This is an optimization exercise on Yosys and OpenROAD, whose aim is small area, not a production implementation. Only simulation tests tie the RTL to the original design; equivalence was not proved.

Setup of v51:
Design sort16_top, start of the top module:
module sort16_top (
    input          clk,
    input          rst,
    input          i_valid,
    input  [511:0] x,
    output [511:0] y,
    output         o_valid
);
clock: 5.0 ns
lec_check: 0
abc_area: 1
cap_margin: 20
core_margin: 2
core_utilization: 45
cts_buf_list: sky130_fd_sc_hd__clkbuf_8
slew_margin: 20
standard.sh (not shown) runs the stock make flow with config.mk's settings and CLKGATE_MAP_FILE= SYNTH_SCRIPT=/design/flow/synth_recipe.tcl, a recipe that flattens the netlist after the stock synthesis.
==> flow/flow/run.sh <==
#!/bin/bash
# Standard ORFS layout (the standard.sh), except that ports are buffered with
# the smallest plain buffer instead of a delay cell.
set -euo pipefail
here=$(pwd)
bash standard.sh \
  "BUFFER_PORTS_ARGS=-buffer_cell sky130_fd_sc_hd__buf_1" \
  finish > "$here/standard_flow.log" 2>&1
v51: PASS, flow complete, no timing, DRC or antenna violations
## Diff of input files: v19 against v51
- PLACE_DENSITY newly set to 0.75
- CTS_BUF_LIST removed (was sky130_fd_sc_hd__clkbuf_8)
- GPL_TIMING_DRIVEN newly set to 0
- CORE_UTILIZATION changed from 45 to 60
==> flow/run.sh (new file) <==
#!/bin/bash
# synth_recipe.tcl (not shown) runs the flow's synth.tcl, then flattens the netlist and writes it again
# the make line also repeats each setting of config.mk as NAME=value (left out here)
make -C /OpenROAD-flow-scripts/flow DESIGN_CONFIG=/design/flow/config.mk WORK_HOME=/design/flow/orfs CLKGATE_MAP_FILE= SYNTH_SCRIPT=/design/flow/synth_recipe.tcl finish
removed: flow/flow/run.sh
removed: flow/standard.sh
==> summary.txt <==
In v19 the implementation ran to completion but is not tape-out ready, as the final checks report capacitance limit, slew limit, setup timing.
Re clock-cell share of area: v19 is 0.58 points down on v51.
Area inside the core boundary: v19 < v51
Non-clock buffer instance count of the final layout for v19 is higher than for v51.
Compared with v51, the router placed more vias in v19.
Final non-filler cell total delta for v19 relative to v51: 1,011 lower
Compared with v51, in v19 clock buffer count in the final layout has decreased, total iterations of the first detailed-routing run grew by 7, transition at the pin with the smallest max-transition slack now sits higher.
Setup changes, v19 to v47
- removing PLACE_DENSITY (formerly 0.75)
- removing GPL_TIMING_DRIVEN (formerly 0)
- changing CORE_UTILIZATION from 60 to 45
## What came out
Every stage of the flow completed for v47, and the final layout passed the timing, design-rule and antenna checks.
Fraction of area in clock buffers and inverters for v47: 0.58 points up relative to v19
v47 ended up with r4_4[8]$_DFF_P_ as its destination of the critical timing path; v19 ended up with r2_15[3]$_DFF_P_.
Compared with v19, in v47 first-pass GRT wire length decreased by 0.48% relative to the old numbers; average wire length per cell after detail routing decreased by 1.3% relative to the old numbers; clock latency on the worst-skew pair closely matched the old numbers.
v47 — final total negative setup slack 1.30 ns higher, v19 as reference
Multi-input gate share of total cell area | v47 below v19


## nickel
sort16_top, a different RTL version from the one above (not shown whole).
Size in the first run: about 16000 cells after synthesis, roughly 2100 flip-flops.
export LEC_CHECK = 0
export ABC_AREA = 1
export CAP_MARGIN = 20
export CORE_MARGIN = 2
export CORE_UTILIZATION = 45
export CTS_BUF_LIST = sky130_fd_sc_hd__clkbuf_16
export CTS_CLUSTER_DIAMETER = 100
export CTS_CLUSTER_SIZE = 25
export SLEW_MARGIN = 20
create_clock -name core_clock -period 5.0 [get_ports {clk}]
==> flow/flow/run.sh <==
#!/bin/bash
# The standard ORFS layout (standard.sh) with three changes:
#  - synthesis uses flow/synth.tcl (the standard flow's script plus multiplexer pre-mapping),
#  - before the first global placement, flow/slice_place.tcl fixes the data pins
#    and pipeline registers in a bit-slice floorplan (flow/slice_unfix.tcl
#    releases the registers again after global placement),
#  - ports are buffered with the smallest plain buffer instead of a delay cell.
set -euo pipefail
here=$(pwd)
export SLICE_CUTS="2 4 6 8"
export SLICE_FRACS="0.24 0.5 0.74 0.92"
bash standard.sh \
  "SYNTH_SCRIPT=$here/flow/synth.tcl" \
  "PRE_GLOBAL_PLACE_SKIP_IO_TCL=$here/flow/slice_place.tcl" \
  "POST_GLOBAL_PLACE_TCL=$here/flow/slice_unfix.tcl" \
  "BUFFER_PORTS_ARGS=-buffer_cell sky130_fd_sc_hd__buf_1" \
  finish > "$here/standard_flow.log" 2>&1
==> flow/flow/oai_map.v <==
// Y = ~(S ? B : A) = ~((~S | B) & (S | A)): one o22ai per bit; ~S is left to ABC
module nmux32(A, B, S, Y);
  input [31:0] A, B;
  input S;
  output [31:0] Y;
  wire sn;
  assign sn = ~S;
  genvar i;
  generate for (i = 0; i < 32; i = i + 1) begin : m
    sky130_fd_sc_hd__o22ai_1 u (.A1(sn), .A2(B[i]), .B1(S), .B2(A[i]), .Y(Y[i]));
  end endgenerate
endmodule
// Y = S ? B : A = (~S | B) & (S | A): one o22a per bit; ~S is left to ABC
module mux32(A, B, S, Y);
  input [31:0] A, B;
  input S;
  output [31:0] Y;
  wire sn;
  assign sn = ~S;
  genvar i;
  generate for (i = 0; i < 32; i = i + 1) begin : m
    sky130_fd_sc_hd__o22a_1 u (.A1(sn), .A2(B[i]), .B1(S), .B2(A[i]), .X(Y[i]));
  end endgenerate
endmodule
==> flow/flow/slice_unfix.tcl <==
# After global placement, release the pipeline registers that slice_place.tcl
# fixed, so that detailed placement, timing repair and antenna repair (diode
# insertion) may move them a little like any other cell.
set n 0
foreach inst [[ord::get_db_block] getInsts] {
  if {[$inst getPlacementStatus] eq "FIRM" && [regexp {^r\d+_\d+} [$inst getName]]} {
    $inst setPlacementStatus PLACED
    incr n
  }
}
puts "slice_unfix: released $n registers"
==> flow/flow/synth.tcl <==
# The standard flow's synthesis script (synth_recipe.tcl) with one addition before Yosys's
# fine-grained synthesis: the 32-bit data multiplexers of the compare-and-swap
# cells are mapped to cells directly. A 32-bit multiplexer whose output is
# inverted becomes 32 o22ai cells (the RTL arranges for most compare-and-swap
# outputs to be inverted), a plain one 32 o22a cells; the inverted select
# is left to ABC, which maps the rest as usual. Registers are untouched.
set flow_dir [file dirname [file normalize [info script]]]
proc synth {args} {
  global flow_dir
  if {[lsearch -exact $args "fine:"] >= 0} {
    yosys extract -map $flow_dir/nmux32_pat.v
    yosys extract -map $flow_dir/mux32_pat.v
    yosys techmap -map $flow_dir/oai_map.v
  }
  yosys synth -nofsm -noshare {*}$args
}
source $::env(SCRIPTS_DIR)/synth.tcl
# left out here: clear keep_hierarchy, flatten, clean up, hide names made inside functions, write 1_2_yosys.v
Other scripts of this flow, unchanged in this note and not shown: flow/flow/mux32_pat.v, flow/flow/nmux32_pat.v, flow/flow/slice_place.tcl
#### Input delta (sierra over nickel)
diff --git a/flow/flow/run.sh b/flow/flow/run.sh
--- a/flow/flow/run.sh
+++ b/flow/flow/run.sh
@@ -4,4 +4,3 @@
 #  - before the first global placement, flow/slice_place.tcl fixes the data pins
-#    and pipeline registers in a bit-slice floorplan (flow/slice_unfix.tcl
-#    releases the registers again after global placement),
+#    and pipeline registers in a bit-slice floorplan,
 #  - ports are buffered with the smallest plain buffer instead of a delay cell.
@@ -14,3 +13,2 @@
   "PRE_GLOBAL_PLACE_SKIP_IO_TCL=$here/flow/slice_place.tcl" \
-  "POST_GLOBAL_PLACE_TCL=$here/flow/slice_unfix.tcl" \
   "BUFFER_PORTS_ARGS=-buffer_cell sky130_fd_sc_hd__buf_1" \
diff --git a/flow/flow/oai_map.v b/flow/flow/oai_map.v
--- a/flow/flow/oai_map.v
+++ b/flow/flow/oai_map.v
@@ -1,2 +1,2 @@
-// Y = ~(S ? B : A) = ~((~S | B) & (S | A)): one o22ai per bit; ~S is left to ABC
+// Y = ~(S ? B : A) = ~((~S | B) & (S | A)): one o22ai per bit, one inverter for ~S
 module nmux32(A, B, S, Y);
@@ -6,3 +6,3 @@
   wire sn;
-  assign sn = ~S;
+  sky130_fd_sc_hd__inv_1 si (.A(S), .Y(sn));
   genvar i;
@@ -12,3 +12,3 @@
 endmodule
-// Y = S ? B : A = (~S | B) & (S | A): one o22a per bit; ~S is left to ABC
+// Y = S ? B : A = (~S | B) & (S | A): one o22a per bit
 module mux32(A, B, S, Y);
@@ -18,3 +18,3 @@
   wire sn;
-  assign sn = ~S;
+  sky130_fd_sc_hd__inv_1 si (.A(S), .Y(sn));
   genvar i;
diff --git a/flow/flow/synth.tcl b/flow/flow/synth.tcl
--- a/flow/flow/synth.tcl
+++ b/flow/flow/synth.tcl
@@ -4,4 +4,4 @@
 # inverted becomes 32 o22ai cells (the RTL arranges for most compare-and-swap
-# outputs to be inverted), a plain one 32 o22a cells; the inverted select
-# is left to ABC, which maps the rest as usual. Registers are untouched.
+# outputs to be inverted), a plain one 32 o22a cells, each with one inverter
+# for the select. ABC maps the rest as usual. Registers are untouched.
 set flow_dir [file dirname [file normalize [info script]]]
removed: flow/flow/slice_unfix.tcl
Findings:
Taking nickel as the reference point, the number of distinct library cells after synthesis of sierra rises by 2. nickel → sierra: die area +0.95%; post-layout net count higher; number of cells on the critical path +2; worst setup slack before clock tree synthesis lower. Compare nickel and sierra | well tap count lower: nickel. Note that the routed wire length recorded for nickel amounts to 0.911 times the value seen in sierra.
Modified inputs, pepper compared to sierra
- a change of CTS_CLUSTER_SIZE from 25 to 30
diff --git a/flow/flow/run.sh b/flow/flow/run.sh
--- a/flow/flow/run.sh
+++ b/flow/flow/run.sh
@@ -4,3 +4,4 @@
 #  - before the first global placement, flow/slice_place.tcl fixes the data pins
-#    and pipeline registers in a bit-slice floorplan,
+#    and pipeline registers in a bit-slice floorplan (flow/slice_unfix.tcl
+#    releases the registers again after global placement),
 #  - ports are buffered with the smallest plain buffer instead of a delay cell.
@@ -13,2 +14,3 @@
   "PRE_GLOBAL_PLACE_SKIP_IO_TCL=$here/flow/slice_place.tcl" \
+  "POST_GLOBAL_PLACE_TCL=$here/flow/slice_unfix.tcl" \
   "BUFFER_PORTS_ARGS=-buffer_cell sky130_fd_sc_hd__buf_1" \
diff --git a/flow/flow/oai_map.v b/flow/flow/oai_map.v
--- a/flow/flow/oai_map.v
+++ b/flow/flow/oai_map.v
@@ -1,2 +1,2 @@
-// Y = ~(S ? B : A) = ~((~S | B) & (S | A)): one o22ai per bit, one inverter for ~S
+// Y = ~(S ? B : A) = ~((~S | B) & (S | A)): one o22ai per bit; ~S is left to ABC
 module nmux32(A, B, S, Y);
@@ -6,3 +6,3 @@
   wire sn;
-  sky130_fd_sc_hd__inv_1 si (.A(S), .Y(sn));
+  assign sn = ~S;
   genvar i;
@@ -12,3 +12,3 @@
 endmodule
-// Y = S ? B : A = (~S | B) & (S | A): one o22a per bit
+// Y = S ? B : A = (~S | B) & (S | A): one o22a per bit; ~S is left to ABC
 module mux32(A, B, S, Y);
@@ -18,3 +18,3 @@
   wire sn;
-  sky130_fd_sc_hd__inv_1 si (.A(S), .Y(sn));
+  assign sn = ~S;
   genvar i;
==> flow/flow/slice_unfix.tcl (new file) <==
# After global placement, release the pipeline registers that slice_place.tcl
# fixed, so that detailed placement, timing repair and antenna repair (diode
# insertion) may move them a little like any other cell.
set n 0
foreach inst [[ord::get_db_block] getInsts] {
  if {[$inst getPlacementStatus] eq "FIRM" && [regexp {^r\d+_\d+} [$inst getName]]} {
    $inst setPlacementStatus PLACED
    incr n
  }
}
puts "slice_unfix: released $n registers"
diff --git a/flow/flow/synth.tcl b/flow/flow/synth.tcl
--- a/flow/flow/synth.tcl
+++ b/flow/flow/synth.tcl
@@ -4,4 +4,4 @@
 # inverted becomes 32 o22ai cells (the RTL arranges for most compare-and-swap
-# outputs to be inverted), a plain one 32 o22a cells, each with one inverter
-# for the select. ABC maps the rest as usual. Registers are untouched.
+# outputs to be inverted), a plain one 32 o22a cells; the inverted select
+# is left to ABC, which maps the rest as usual. Registers are untouched.
 set flow_dir [file dirname [file normalize [info script]]]
## What came out
- pepper closes out successfully: all stages finished, all timing, DRC and antenna checks passed.
- For data required time of the critical path, pepper and sierra come out practically identical.
- When the final numbers for pepper and sierra were put side by side, the period utilization turned out to be smaller in pepper.
- pepper against sierra; overall die width is down slightly.
- For the data arrival time of the worst path, pepper came in 0.18 ns lower than sierra did.
- [compare] base=sierra new=pepper: final instance count without filler cells went down by 463, synthesized cell count lost about 0.9%, slew of the pin with the lowest slew margin now smaller.
The following lists how violet was set up differently from pepper:
- changing CTS_CLUSTER_SIZE from 30 to 25
diff --git a/flow/flow/run.sh b/flow/flow/run.sh
--- a/flow/flow/run.sh
+++ b/flow/flow/run.sh
@@ -4,4 +4,3 @@
 #  - before the first global placement, flow/slice_place.tcl fixes the data pins
-#    and pipeline registers in a bit-slice floorplan (flow/slice_unfix.tcl
-#    releases the registers again after global placement),
+#    and pipeline registers in a bit-slice floorplan,
 #  - ports are buffered with the smallest plain buffer instead of a delay cell.
@@ -14,3 +13,2 @@
   "PRE_GLOBAL_PLACE_SKIP_IO_TCL=$here/flow/slice_place.tcl" \
-  "POST_GLOBAL_PLACE_TCL=$here/flow/slice_unfix.tcl" \
   "BUFFER_PORTS_ARGS=-buffer_cell sky130_fd_sc_hd__buf_1" \
removed: flow/flow/slice_unfix.tcl
## What came out
- Status | pepper and violet | clean except violet
- No crash in violet: every stage finished, but the layout fails its final checks due to antenna violations.
- Changes observed in violet relative to pepper: number of fill cells in the layout now sits higher; final cell count now sits at about the same level.
- As far as overall die height goes, pepper and violet are indistinguishable; the numbers are identical.
- Looking at final routed wirelength across all metal layers across pepper and violet, the one that comes out lower is pepper.
- Synthesis-to-layout area growth for violet is higher than for pepper.
- Of pepper and violet, the run reporting the lower clock period minus final worst setup slack was pepper.

-- separate check: timing with driven ports --
The results above use ideal ports. As a check the final layouts listed here were re-extracted and re-timed, cells and wires unchanged. Step 1 sets driving cells, clkbuf_16 on the clock port and buf_2 on the other inputs (assumed; they add their load-dependent delay and slew). Step 2 times the ports against the registers' clock, not the clock port: input delays grow and output delays shrink by t, the midpoint of the rising clock arrivals with the driver on. Slacks: ideal ports / drivers / drivers and shift; pairs: ideal ports / drivers.
run | shift t [ns] | setup WS [ns] | hold WS [ns] | worst setup path after step 2
v51 | 1.242 | 0.226 / 0.226 / -0.225 | 0.253 / 0.150 / 0.288 | input to register
v19 | 1.008 | -0.252 / -0.178 / -1.187 | 0.254 / 0.206 / 0.254 | input to register
v47 | 1.032 | 0.418 / 0.418 / -0.111 | 0.282 / 0.176 / 0.284 | input to register
nickel | 0.828 | 0.257 / 0.197 / -0.208 | 0.041 / -0.014 / 0.357 | input to register
sierra | 0.850 | 0.123 / 0.123 / -0.524 | 0.043 / -0.027 / 0.353 | input to register
pepper | 0.809 | 0.307 / 0.249 / -0.161 | 0.062 / 0.006 / 0.359 | input to register
violet | 0.819 | 0.214 / 0.214 / -0.154 | 0.056 / -0.002 / 0.356 | input to register
For v19, which loses most, drivers alone change the setup slack by +0.074 ns; drivers and shift together by -0.935 ns.
